This is an optimization exercise on Yosys and OpenROAD, whose aim is small area and a short achievable clock period, not a production implementation. The RTL was checked by simulation tests, not by an equivalence proof against the original design.

==> run D: inputs <==
Design mac_acc_sigmoid, start of the top module:
module mac_acc_sigmoid(
  input clk2,
  input rst2,
  input [127:0] pixelsIn,
  input [127:0] weightsIn,
  input [7:0] b,
  output [7:0] dout);
Settings: LEC_CHECK=0, ABC_CLOCK_PERIOD_IN_PS=7000, CAP_MARGIN=20, CORE_MARGIN=2, CORE_UTILIZATION=40, SETUP_SLACK_MARGIN=5, SLEW_MARGIN=20, SYNTH_HIERARCHICAL=1; clock period 11.5 ns.
run.sh (not shown) runs the stock make flow with config.mk's settings and CLKGATE_MAP_FILE= SYNTH_SCRIPT=/design/flow/synth_recipe.tcl, a recipe that flattens the netlist after the stock synthesis.
==> run G (differences from run D) <==
--- a/flow/config.mk
+++ b/flow/config.mk
@@ -10,5 +10,5 @@
 export CORE_MARGIN = 2
 export CORE_UTILIZATION = 40
-export SETUP_SLACK_MARGIN = 5
+export SETUP_SLACK_MARGIN = 4
 export SLEW_MARGIN = 20
 export SYNTH_HIERARCHICAL = 1
==> notes <==
Worst hold slack is about the same in run D and run G.
Clock skew: run G is lower than run D (0.0056 ns).
In synthesized area, run D and run G do not differ.
==> figures <==
metric                                                                                run G                    run D
Status                                                              complete, no violations  complete, no violations
Number of stages on the worst setup path                                                 11                       19
Slowest CP cell                                            sky130_fd_sc_hd__clkdlybuf4s50_1    sky130_fd_sc_hd__fa_1
Total of plain and repair buffers excluding clock buffers                               316                      371
Highest attainable clock frequency                                                0.134 GHz                0.138 GHz
Global routing usage summed across all routing layers                                 0.331                    0.336
Hold Crit Start                                                                       ph[0]                  acc2_20
Total via count in the routed design                                                 24,800                   25,100


==> inputs of 01-25 <==
Another version of the RTL of mac_acc_sigmoid (not shown whole).
export LEC_CHECK = 0
export ABC_AREA = 1
export CAP_MARGIN = 20
export CORE_MARGIN = 2
export CORE_UTILIZATION = 40
export GPL_ROUTABILITY_DRIVEN = 0
export SETUP_SLACK_MARGIN = 4.3
export SLEW_MARGIN = 20
export SYNTH_HIERARCHICAL = 1
create_clock -name core_clock -period 11.5 [get_ports {clk2}]
==> 12-12 (differences from 01-25) <==
--- a/flow/design.v
+++ b/flow/design.v
@@ -695,19 +695,24 @@
     addrConv u1 (addr, sign, lutaddr);
     dist_mem_gen_0 u2 (lutaddr, lutdata);
     assign dataext = {2'b00, lutdata};
     dataConv u3 (dataext, sign, datasigned);
     saturationLogic u4 (datasigned, sign, ovf, data);
 endmodule
 `timescale 1ns / 1ps
-module act10(s, dout);
+module act10m(s, f, q, dout);
   input [21:0] s;
   wire [21:0] s;
+  input f;
+  wire f;
+  input [7:0] q;
+  wire [7:0] q;
   output [7:0] dout;
   wire [7:0] dout;
+  wire [7:0] fo;
   wire _000_;
   wire _001_;
   wire _002_;
   wire _003_;
   wire _004_;
   wire _005_;
   wire _006_;
@@ -1142,15 +1147,15 @@
   assign _009_ = 4'h1 >> { s[19], s[16] };
   assign _010_ = 4'h1 >> { s[20], s[18] };
   assign _011_ = 4'h8 >> { _010_, _009_ };
   assign _012_ = 4'h1 >> { s[15], s[21] };
   assign _013_ = 4'h1 >> { s[17], s[14] };
   assign _014_ = 4'h8 >> { _013_, _012_ };
   assign _015_ = 4'h8 >> { _014_, _011_ };
-  assign dout[6] = 4'h1 >> { _015_, _008_ };
+  assign fo[6] = 4'h1 >> { _015_, _008_ };
   assign _016_ = 4'h1 >> { _304_, _290_ };
   assign _017_ = 4'h2 >> { _016_, _293_ };
   assign _018_ = 4'h2 >> s[13:12];
   assign _019_ = 4'h4 >> { _018_, _017_ };
   assign _020_ = 4'h1 >> { _019_, s[13] };
   assign _021_ = 4'h2 >> { _020_, _015_ };
   assign _022_ = 4'h4 >> s[13:12];
@@ -1163,15 +1168,15 @@
   assign _029_ = 4'h2 >> { _304_, s[10] };
   assign _030_ = 4'h8 >> { _029_, s[11] };
   assign _031_ = 4'h4 >> { _030_, _028_ };
   assign _032_ = 4'h2 >> { _031_, _022_ };
   assign _033_ = 4'h2 >> { _032_, s[13] };
   assign _034_ = 4'h8 >> { _033_, _007_ };
   assign _035_ = 4'h4 >> { _034_, _327_ };
-  assign dout[5] = 4'he >> { _035_, _021_ };
+  assign fo[5] = 4'he >> { _035_, _021_ };
   assign _036_ = 4'h1 >> { _166_, s[10] };
   assign _037_ = 4'h2 >> { _036_, s[11] };
   assign _038_ = 4'h4 >> { _037_, _029_ };
   assign _039_ = 4'h4 >> { _038_, _319_ };
   assign _040_ = 4'h1 >> { _039_, s[13] };
   assign _041_ = 4'h1 >> { _319_, s[8] };
   assign _042_ = 4'h4 >> { _041_, _299_ };
@@ -1213,31 +1218,31 @@
   assign _078_ = 4'h4 >> { _077_, _076_ };
   assign _079_ = 4'h4 >> { _078_, _074_ };
   assign _080_ = 4'h1 >> { _019_, _344_ };
   assign _081_ = 4'h8 >> { _342_, s[11] };
   assign _082_ = 4'h1 >> { _081_, _080_ };
   assign _083_ = 4'h1 >> { _015_, _007_ };
   assign _084_ = 4'h1 >> { _083_, _082_ };
-  assign dout[4] = 4'h4 >> { _084_, _079_ };
+  assign fo[4] = 4'h4 >> { _084_, _079_ };
   assign _085_ = 4'h2 >> { _060_, _007_ };
   assign _086_ = 4'h4 >> { s[10], s[12] };
   assign _087_ = 4'h4 >> { _086_, _292_ };
   assign _088_ = 4'h4 >> { s[7], s[11] };
   assign _089_ = 4'h8 >> { _088_, _176_ };
   assign _090_ = 4'h1 >> { _089_, _343_ };
   assign _091_ = 4'h4 >> { _090_, _080_ };
   assign _092_ = 4'h4 >> { _091_, _087_ };
   assign _093_ = 4'h8 >> { s[10], s[11] };
   assign _094_ = 4'h4 >> { _038_, _298_ };
   assign _095_ = 4'h2 >> { _094_, _022_ };
   assign _096_ = 4'h4 >> { _095_, _093_ };
   assign _097_ = 4'h2 >> { _096_, _015_ };
   assign _098_ = 4'h4 >> { _097_, _092_ };
-  assign dout[3] = 4'he >> { _098_, _085_ };
-  assign _099_ = 4'h8 >> { dout[3], _022_ };
+  assign fo[3] = 4'he >> { _098_, _085_ };
+  assign _099_ = 4'h8 >> { fo[3], _022_ };
   assign _100_ = 4'h2 >> { _099_, _015_ };
   assign _101_ = 4'h2 >> { _338_, s[9] };
   assign _102_ = 4'h2 >> { _101_, _346_ };
   assign _103_ = 4'h8 >> { _220_, s[9] };
   assign _104_ = 4'h2 >> { _103_, _068_ };
   assign _105_ = 4'h1 >> { _104_, _038_ };
   assign _106_ = 4'h1 >> { _105_, _155_ };
@@ -1252,15 +1257,15 @@
   assign _115_ = 4'h4 >> { _044_, s[9] };
   assign _116_ = 4'h2 >> { _045_, s[12] };
   assign _117_ = 4'h4 >> { _116_, _115_ };
   assign _118_ = 4'h2 >> { _117_, s[13] };
   assign _119_ = 4'h4 >> { _118_, _114_ };
   assign _120_ = 4'h2 >> { _119_, _007_ };
   assign _121_ = 4'h4 >> { _120_, _074_ };
-  assign dout[2] = 4'he >> { _121_, _111_ };
+  assign fo[2] = 4'he >> { _121_, _111_ };
   assign _122_ = 4'h4 >> { _069_, _017_ };
   assign _123_ = 4'h8 >> { _304_, s[11] };
   assign _124_ = 4'h1 >> { _308_, _298_ };
   assign _125_ = 4'h1 >> { _124_, _041_ };
   assign _126_ = 4'h1 >> { _125_, _292_ };
   assign _127_ = 4'h1 >> { _126_, _337_ };
   assign _128_ = 4'h1 >> { _127_, _176_ };
@@ -1305,15 +1310,15 @@
   assign _169_ = 4'h2 >> { _168_, _056_ };
   assign _170_ = 4'h4 >> { _169_, _165_ };
   assign _171_ = 4'h2 >> { _170_, _040_ };
   assign _172_ = 4'h4 >> { _171_, _162_ };
   assign _173_ = 4'h1 >> { _172_, _324_ };
   assign _174_ = 4'h4 >> { _173_, _158_ };
   assign _175_ = 4'h2 >> { _174_, _007_ };
-  assign dout[1] = 4'he >> { _175_, _148_ };
+  assign fo[1] = 4'he >> { _175_, _148_ };
   assign _177_ = 4'h8 >> { _242_, s[8] };
   assign _178_ = 4'h1 >> { _177_, _029_ };
   assign _179_ = 4'h8 >> { _067_, _297_ };
   assign _180_ = 4'h1 >> { _179_, _178_ };
   assign _181_ = 4'h2 >> { _180_, _132_ };
   assign _182_ = 4'h4 >> { _040_, _293_ };
   assign _183_ = 4'h4 >> { _182_, _181_ };
@@ -1407,19 +1412,20 @@
   assign _280_ = 4'h4 >> { _279_, _278_ };
   assign _281_ = 4'h2 >> { _199_, _155_ };
   assign _282_ = 4'h4 >> { _281_, _280_ };
   assign _283_ = 4'h1 >> { _282_, _276_ };
   assign _284_ = 4'h4 >> { _283_, _256_ };
   assign _285_ = 4'h4 >> { _284_, _248_ };
   assign _287_ = 4'h2 >> { _285_, _015_ };
-  assign dout[0] = 4'he >> { _287_, _243_ };
-  assign dout[7] = 4'h2 >> { _008_, s[21] };
+  assign fo[0] = 4'he >> { _287_, _243_ };
+  assign fo[7] = 4'h2 >> { _008_, s[21] };
   assign r[7] = r[6];
   assign sign = s[21];
   assign y = s[21:5];
+  assign dout = f ? fo : q;
 endmodule
 `timescale 1ns / 1ps
 module mac_acc_sigmoid(
   input clk2,
   input rst2,
   input [127:0] pixelsIn,
   input [127:0] weightsIn,
@@ -4649,19 +4655,17 @@
   wire os19, oc19;
   fa3 u_os19(.a(acc0_19), .b(acc1_19), .c(acc2_19), .s(os19), .co(oc19));
   wire os20, oc20;
   fa3 u_os20(.a(acc0_20), .b(acc1_20), .c(acc2_20), .s(os20), .co(oc20));
   wire os21, oc21;
   fa3 u_os21(.a(acc0_21), .b(acc1_21), .c(acc2_21), .s(os21), .co(oc21));
   assign sum = {~os21, ~os20, ~os19, ~os18, ~os17, ~os16, ~os15, ~os14, ~os13, ~os12, ~os11, ~os10, ~os9, ~os8, ~os7, ~os6, ~os5, ~os4, ~os3, ~os2, ~os1, ~os0} + {~oc20, ~oc19, ~oc18, ~oc17, ~oc16, ~oc15, ~oc14, ~oc13, ~oc12, ~oc11, ~oc10, ~oc9, ~oc8, ~oc7, ~oc6, ~oc5, ~oc4, ~oc3, ~oc2, ~oc1, ~oc0, ~1'b1};
-  wire [7:0] fout;
-  act10 sig(sum, fout);
+  act10m sig(.s(sum), .f(f), .q(dreg), .dout(dout));
   always @(posedge clk2)
-    if (f) dreg <= fout;
-  assign dout = f ? fout : dreg;
+    dreg <= dout;       
 endmodule
 module fa3(input a, input b, input c, output s, output co);
   assign s = a ^ b ^ c;
   assign co = (a & b) | (a & c) | (b & c);
 endmodule
 module ha2n(input a, input b, output s, output co);
   assign s = ~(a ^ b);
==> comparison <==
Maximum frequency: 01-25 is higher than 12-12 (about 0.47%). In 01-25 the final cell count is lower than in 12-12, by about 0.3%. Of 12-12 and 01-25, 12-12 has the higher register-to-register slack (gap 0.07 ns). Of 01-25 and 12-12, 01-25 has the higher clock skew (gap 0.0039 ns). Against 12-12, the worst setup slack of 01-25 is higher by 0.034 ns. Sequential cell count is the same in 12-12 and 01-25. Clock-buffer cell count is the same in 12-12 and 01-25. Synthesized cell count: 12-12 is higher than 01-25 (about 0.43%).

what the ideal ports hide:
The flow's constraints put no driver on any port. The routed layouts listed below were extracted and timed again, unchanged, in two steps. Step 1 (the two cells are an assumption about what drives the block):
set clk [get_ports {clk2}]
set_driving_cell -lib_cell sky130_fd_sc_hd__clkbuf_16 $clk
set_driving_cell -lib_cell sky130_fd_sc_hd__buf_2 [delete_from_list [all_inputs] $clk]
Step 2 also shifts input and output timing later by t, the mid clock arrival at the registers, as if the neighbouring blocks saw the same clock. a / b / c = ideal / step 1 / step 2; a / b = the first two.
| run | shift t [ns] | slack for setup (ns) | hold slack, ns | latest minus earliest clock arrival (ns) | worst data-port slew with drivers (ns) |
|---|---|---|---|---|---|
| run D | 0.439 | 4.259 / 4.204 / 4.072 | 0.439 / 0.439 / 0.439 | 0.021 / 0.021 | 0.14 |
| run G | 0.449 | 4.027 / 4.016 / 3.567 | 0.439 / 0.439 / 0.439 | 0.013 / 0.012 | 0.12 |
| 01-25 | 0.445 | 4.301 / 4.304 / 3.859 | 0.454 / 0.454 / 0.454 | 0.020 / 0.020 | 0.11 |
| 12-12 | 0.434 | 4.268 / 4.295 / 3.860 | 0.461 / 0.461 / 0.461 | 0.017 / 0.017 | 0.10 |
After both steps setup and hold are still met in every run listed. The setup slack of run G, which loses most, moves by -0.011 ns with the drivers and by -0.460 ns with both steps.
